This design comes from an exercise in tuning for small area on the open sky130 flow, not from production work. RTL that was checked went through simulation tests only; none was proved equivalent to the original.

==> willow: inputs <==
## fp_mult
module fp_mult (clk, reset, a, b, res);
  input clk;
  input reset;
  input [31:0] a;
  input [31:0] b;
  output reg [31:0] res;
  wire [7:0] xe0;
  wire [23:0] ma0, mb0;
  fpm_pre pre (.a(a), .b(b), .xe(xe0), .ma(ma0), .mb(mb0));
  reg s1;
  reg [7:0] xe1;
  reg [23:0] ma1, mb1;
  always @(posedge clk) begin
    s1 <= a[31] ^ b[31];
    xe1 <= xe0;
    ma1 <= ma0;
    mb1 <= mb0;
  end
  wire [24:0] ph1;
  wire g1;
  fpm_mul mul (.ma(ma1), .mb(mb1), .ph(ph1), .g(g1));
  reg s2;
  reg [7:0] xe2;
  reg [24:0] ph2;
  reg g2;
  always @(posedge clk) begin
    s2 <= s1;
    xe2 <= xe1;
    ph2 <= ph1;
    g2 <= g1;
  end
  wire [30:0] r2;
  fpm_round rnd (.xe(xe2), .ph(ph2), .g(g2), .r(r2));
  reg [31:0] r3;
  always @(posedge clk) r3 <= {s2, r2};
  always @(posedge clk) res <= reset ? r3 : 32'd0;
endmodule
==> module fpm_pre, before the edit <==
module fpm_pre (a, b, xe, ma, mb);
  input [31:0] a;
  input [31:0] b;
  output [7:0] xe;
  output [23:0] ma;
  output [23:0] mb;
  assign xe = a[30:23] + b[30:23] + 8'd129;
  assign ma = {|a[30:23], a[22:0]};
  assign mb = {|b[30:23], b[22:0]};
endmodule
==> module fpm_round, before the edit <==
module fpm_round (xe, ph, g, r);
  input [7:0] xe;
  input [24:0] ph;
  input g;
  output [30:0] r;
  wire t = ph[24];
  wire [22:0] n = t ? ph[23:1] : ph[22:0];
  wire [23:0] rr = {1'b0, n} + g;
  wire [7:0] e = xe + t + rr[23];
  assign r = {e, rr[23] ? rr[23:1] : rr[22:0]};
endmodule
==> module fp_mult, before the edit <==
module fp_mult (clk, reset, a, b, res);
  input clk;
  input reset;
  input [31:0] a;
  input [31:0] b;
  output reg [31:0] res;
  wire [7:0] xe0;
  wire [23:0] ma0, mb0;
  fpm_pre pre (.a(a), .b(b), .xe(xe0), .ma(ma0), .mb(mb0));
  reg s1;
  reg [7:0] xe1;
  reg [23:0] ma1, mb1;
  always @(posedge clk) begin
    s1 <= a[31] ^ b[31];
    xe1 <= xe0;
    ma1 <= ma0;
    mb1 <= mb0;
  end
  wire [24:0] ph1;
  wire g1;
  fpm_mul mul (.ma(ma1), .mb(mb1), .ph(ph1), .g(g1));
  reg s2;
  reg [7:0] xe2;
  reg [24:0] ph2;
  reg g2;
  always @(posedge clk) begin
    s2 <= s1;
    xe2 <= xe1;
    ph2 <= ph1;
    g2 <= g1;
  end
  wire [30:0] r2;
  fpm_round rnd (.xe(xe2), .ph(ph2), .g(g2), .r(r2));
  reg [31:0] r3;
  always @(posedge clk) r3 <= {s2, r2};
  always @(posedge clk) res <= reset ? r3 : 32'd0;
endmodule
export LEC_CHECK = 0
export CAP_MARGIN = 20
export CORE_MARGIN = 2
export CORE_UTILIZATION = 40
export SLEW_MARGIN = 20
export SYNTH_HIERARCHICAL = 1
export SYNTH_MINIMUM_KEEP_SIZE = 0
create_clock -name core_clock -period 8.0 [get_ports {clk}]
run.sh (not shown) runs the stock make flow with config.mk's settings and CLKGATE_MAP_FILE= SYNTH_SCRIPT=/design/flow/synth_recipe.tcl, a recipe that flattens the netlist after the stock synthesis.
==> pepper (differences from willow) <==
--- a/flow/design.v
+++ b/flow/design.v
@@ -4,9 +4,21 @@
   output [7:0] xe;
   output [23:0] ma;
   output [23:0] mb;
-  assign xe = a[30:23] + b[30:23] + 8'd129;
-  assign ma = {|a[30:23], a[22:0]};
-  assign mb = {|b[30:23], b[22:0]};
+  wire [7:0] ea = a[30:23];
+  wire [7:0] eb = b[30:23];
+  wire [7:0] c;
+  wire [7:0] s;
+  fpm_fa e0 (.a(ea[0]), .b(eb[0]), .c(1'b1), .s(s[0]), .co(c[1]));
+  genvar i;
+  generate
+    for (i = 1; i < 7; i = i + 1) begin : g_e
+      fpm_fa ei (.a(ea[i]), .b(eb[i]), .c(c[i]), .s(s[i]), .co(c[i + 1]));
+    end
+  endgenerate
+  assign s[7] = ~(ea[7] ^ eb[7] ^ c[7]);
+  assign xe = s;
+  assign ma = {|ea, a[22:0]};
+  assign mb = {|eb, b[22:0]};
 endmodule
 module fpm_mul (ma, mb, ph, g);
   input [23:0] ma;
@@ -1228,9 +1240,26 @@
   output [30:0] r;
   wire t = ph[24];
   wire [22:0] n = t ? ph[23:1] : ph[22:0];
-  wire [23:0] rr = {1'b0, n} + g;
-  wire [7:0] e = xe + t + rr[23];
-  assign r = {e, rr[23] ? rr[23:1] : rr[22:0]};
+  wire [23:0] c;
+  wire [22:0] rr;
+  assign c[0] = g;
+  genvar i;
+  generate
+    for (i = 0; i < 23; i = i + 1) begin : g_r
+      fpm_ha ri (.a(n[i]), .b(c[i]), .s(rr[i]), .co(c[i + 1]));
+    end
+  endgenerate
+  wire ovf = c[23];
+  wire [7:0] e;
+  wire [8:0] ec;
+  fpm_fa e0 (.a(xe[0]), .b(t), .c(ovf), .s(e[0]), .co(ec[1]));
+  generate
+    for (i = 1; i < 7; i = i + 1) begin : g_e
+      fpm_ha ei (.a(xe[i]), .b(ec[i]), .s(e[i]), .co(ec[i + 1]));
+    end
+  endgenerate
+  assign e[7] = xe[7] ^ ec[7];
+  assign r = {e, rr[22] | ovf, rr[21:0]};
 endmodule
 module fp_mult (clk, reset, a, b, res);
   input clk;
CAP_MARGIN = 0   (was 20)
CORE_UTILIZATION = 60   (was 40)
CTS_BUF_LIST = sky130_fd_sc_hd__clkbuf_8   (was not set)
SLEW_MARGIN = 0   (was 20)
==> garnet (differences from willow) <==
--- a/flow/design.v
+++ b/flow/design.v
@@ -4,9 +4,21 @@
   output [7:0] xe;
   output [23:0] ma;
   output [23:0] mb;
-  assign xe = a[30:23] + b[30:23] + 8'd129;
-  assign ma = {|a[30:23], a[22:0]};
-  assign mb = {|b[30:23], b[22:0]};
+  wire [7:0] ea = a[30:23];
+  wire [7:0] eb = b[30:23];
+  wire [7:0] c;
+  wire [7:0] s;
+  fpm_fa e0 (.a(ea[0]), .b(eb[0]), .c(1'b1), .s(s[0]), .co(c[1]));
+  genvar i;
+  generate
+    for (i = 1; i < 7; i = i + 1) begin : g_e
+      fpm_fa ei (.a(ea[i]), .b(eb[i]), .c(c[i]), .s(s[i]), .co(c[i + 1]));
+    end
+  endgenerate
+  assign s[7] = ~(ea[7] ^ eb[7] ^ c[7]);
+  assign xe = s;
+  assign ma = {|ea, a[22:0]};
+  assign mb = {|eb, b[22:0]};
 endmodule
 module fpm_mul (ma, mb, ph, g);
   input [23:0] ma;
@@ -1228,9 +1240,26 @@
   output [30:0] r;
   wire t = ph[24];
   wire [22:0] n = t ? ph[23:1] : ph[22:0];
-  wire [23:0] rr = {1'b0, n} + g;
-  wire [7:0] e = xe + t + rr[23];
-  assign r = {e, rr[23] ? rr[23:1] : rr[22:0]};
+  wire [23:0] c;
+  wire [22:0] rr;
+  assign c[0] = g;
+  genvar i;
+  generate
+    for (i = 0; i < 23; i = i + 1) begin : g_r
+      fpm_ha ri (.a(n[i]), .b(c[i]), .s(rr[i]), .co(c[i + 1]));
+    end
+  endgenerate
+  wire ovf = c[23];
+  wire [7:0] e;
+  wire [8:0] ec;
+  fpm_fa e0 (.a(xe[0]), .b(t), .c(ovf), .s(e[0]), .co(ec[1]));
+  generate
+    for (i = 1; i < 7; i = i + 1) begin : g_e
+      fpm_ha ei (.a(xe[i]), .b(ec[i]), .s(e[i]), .co(ec[i + 1]));
+    end
+  endgenerate
+  assign e[7] = xe[7] ^ ec[7];
+  assign r = {e, rr[22] | ovf, rr[21:0]};
 endmodule
 module fp_mult (clk, reset, a, b, res);
   input clk;
@@ -1265,7 +1294,7 @@
   end
   wire [30:0] r2;
   fpm_round rnd (.xe(xe2), .ph(ph2), .g(g2), .r(r2));
-  reg [31:0] r3;
-  always @(posedge clk) r3 <= {s2, r2};
-  always @(posedge clk) res <= reset ? r3 : 32'd0;
+  reg [31:0] r3n;
+  always @(posedge clk) r3n <= ~{s2, r2};
+  always @(posedge clk) res <= ~(r3n | {32{~reset}});
 endmodule
CTS_BUF_LIST = sky130_fd_sc_hd__clkbuf_4 sky130_fd_sc_hd__clkbuf_8   (was not set)
==> results.txt <==
outcome=complete, no violations; Final Cell Area=0.0200 sq mm; worst setup margin=484 ps; Post-DP Area=0.0196 sq mm; final std cells w/o fill=2336
# the run above: garnet

==> results.txt <==
critical path endpoint=ph2[22]$_DFF_P_; Worst Tran Pin Value=1070 ps; Placer Congestion=0.969; Post-DP Area=0.0201 sq mm; final std cells w/o fill=2454; outcome=complete, no violations
# the run above: willow

==> results.txt <==
number of global-route vias before repair=13077; outcome=complete, no violations; Post-DP Area=0.0191 sq mm; final std cells w/o fill=2087; Final Cell Area=0.0196 sq mm
# the run above: pepper

The RTL of pepper and garnet was laid out without a check of its function.

==> job 6160: inputs <==
fp_mult, a different RTL version from the one above (not shown whole).
==> module fpm_clr, before the edit <==
module fpm_clr (d, keep, q);
  input [31:0] d;
  input keep;
  output [31:0] q;
  assign q = d & {32{keep}};
endmodule
==> module fp_mult, before the edit <==
module fp_mult (clk, reset, a, b, res);
  input clk;
  input reset;
  input [31:0] a;
  input [31:0] b;
  output reg [31:0] res;
  wire [7:0] xe0;
  wire [23:0] ma0, mb0;
  fpm_pre pre (.a(a), .b(b), .xe(xe0), .ma(ma0), .mb(mb0));
  reg s1;
  reg [7:0] xe1;
  reg [23:0] ma1, mb1;
  always @(posedge clk) begin
    s1 <= a[31] ^ b[31];
    xe1 <= xe0;
    ma1 <= ma0;
    mb1 <= mb0;
  end
  wire [24:0] ph1;
  wire g1;
  fpm_mul mul (.ma(ma1), .mb(mb1), .ph(ph1), .g(g1));
  reg s2;
  reg [7:0] xe2;
  reg [24:0] ph2;
  reg g2;
  always @(posedge clk) begin
    s2 <= s1;
    xe2 <= xe1;
    ph2 <= ph1;
    g2 <= g1;
  end
  wire [30:0] r2;
  fpm_round rnd (.xe(xe2), .ph(ph2), .g(g2), .r(r2));
  reg [31:0] r3;
  always @(posedge clk) r3 <= {s2, r2};
  wire [31:0] r3g;
  fpm_clr clr (.d(r3), .keep(reset), .q(r3g));
  always @(posedge clk) res <= r3g;
endmodule
clock: 8.0 ns
lec_check: 0
cap_margin: 0
core_margin: 2
core_utilization: 60
cts_buf_list: sky130_fd_sc_hd__clkbuf_8
slew_margin: 0
synth_hierarchical: 1
synth_minimum_keep_size: 0
standard.sh (not shown) runs the stock make flow with config.mk's settings and CLKGATE_MAP_FILE= SYNTH_SCRIPT=/design/flow/synth_recipe.tcl, a recipe that flattens the netlist after the stock synthesis.
==> flow/flow/run.sh <==
#!/bin/bash
# Layout flow: the standard ORFS flow (standard synthesis unchanged) with
#  - plain buf_1 cells as the port buffers global placement inserts (every
#    input and output port still gets its own buffer);
#  - clock tree built from clkbuf_8 (clkbuf_16 at the root), without the
#    dummy loads CTS otherwise adds for balancing.
set -euo pipefail
export BUFFER_PORTS_ARGS="-buffer_cell sky130_fd_sc_hd__buf_1"
export CTS_ARGS="-sink_clustering_enable -repair_clock_nets -buf_list sky130_fd_sc_hd__clkbuf_8 -root_buf sky130_fd_sc_hd__clkbuf_16 -dont_use_dummy_load"
bash standard.sh > standard_flow.log 2>&1
==> job 8696 (differences from job 6160) <==
--- a/flow/design.v
+++ b/flow/design.v
@@ -1274,12 +1274,6 @@
   output pp;
   assign pp = ~((one_n | y0) & (two_n | y1));
 endmodule
-module fpm_clr (d, keep, q);
-  input [31:0] d;
-  input keep;
-  output [31:0] q;
-  assign q = d & {32{keep}};
-endmodule
 module fpm_round (xe, ph, g, r);
   input [7:0] xe;
   input [24:0] ph;
@@ -1343,7 +1337,5 @@
   fpm_round rnd (.xe(xe2), .ph(ph2), .g(g2), .r(r2));
   reg [31:0] r3;
   always @(posedge clk) r3 <= {s2, r2};
-  wire [31:0] r3g;
-  fpm_clr clr (.d(r3), .keep(reset), .q(r3g));
-  always @(posedge clk) res <= r3g;
+  always @(posedge clk) res <= reset ? r3 : 32'd0;
 endmodule
--- a/flow/config.mk
+++ b/flow/config.mk
@@ -5,6 +5,7 @@
 export SDC_FILE = /design/flow/constraint.sdc
 export NUM_CORES = 4
 export LEC_CHECK = 0
+export ABC_AREA = 1
 export CAP_MARGIN = 0
 export CORE_MARGIN = 2
 export CORE_UTILIZATION = 60
==> comparison table <==
Outcome: job 6160 finished clean; job 8696 finished clean
Layout cells sized above 1: job 6160 10.7%; job 8696 3.60%
Highest achievable clock rate: job 6160 135 MHz; job 8696 146 MHz
Via count of the first global-routing pass: job 6160 13.2k; job 8696 18.3k
Worst path required time: job 6160 8.28 ns; job 8696 8.31 ns
Synth Area in Simple Gates: job 6160 4.85%; job 8696 19.1%
Sequential fraction of total cell area: job 6160 17.1%; job 8696 12.7%
Placed cell area: job 6160 18000 um^2; job 8696 24400 um^2
Post-synthesis cell count: job 6160 1544; job 8696 3545
Final weighted congestion in routability-driven placement: job 6160 1.04; job 8696 0.931
Clock Skews: job 6160 0.0344 ns; job 8696 0.0444 ns
Num tapcells: job 6160 384; job 8696 518
Worst setup startpoint: job 6160 mb1[1]$_DFF_P_; job 8696 mb1[2]$_DFF_P_
Logic depth of the worst setup path including buffers: job 6160 23; job 8696 26
Post-layout net count: job 6160 2073; job 8696 4050
Cells on worst reg2reg path: job 6160 23; job 8696 26
Dpl ws: job 6160 0.685 ns; job 8696 1.08 ns
Post-layout min period: job 6160 7.41 ns; job 8696 6.87 ns
No functional check of the RTL was part of job 6160.

## port drivers added, routing unchanged
No port has a modelled driver above. Below, the same layouts with a new extraction and two added sets of constraints.
Step 1: set_driving_cell puts a clkbuf_16 on clk and a buf_2 on each other input, an assumption about the parent block.
Step 2 also shifts input and output timing later by t, the mid clock arrival at the registers, as if the neighbouring blocks saw the same clock.
a / b / c = no drivers / after step 1 / after step 2; a / b = the first two.
run	t, ns	slack for setup (ns)	clock arrival spread, ns
willow	0.506	0.529 / 0.529 / 0.529	0.021 / 0.021
pepper	0.531	0.498 / 0.498 / 0.498	0.021 / 0.020
garnet	0.582	0.484 / 0.484 / 0.484	0.028 / 0.028
job 6160	0.441	0.588 / 0.588 / 0.588	0.038 / 0.037
job 8696	0.486	1.133 / 1.133 / 1.133	0.050 / 0.050
After both steps setup and hold are still met in every run listed.
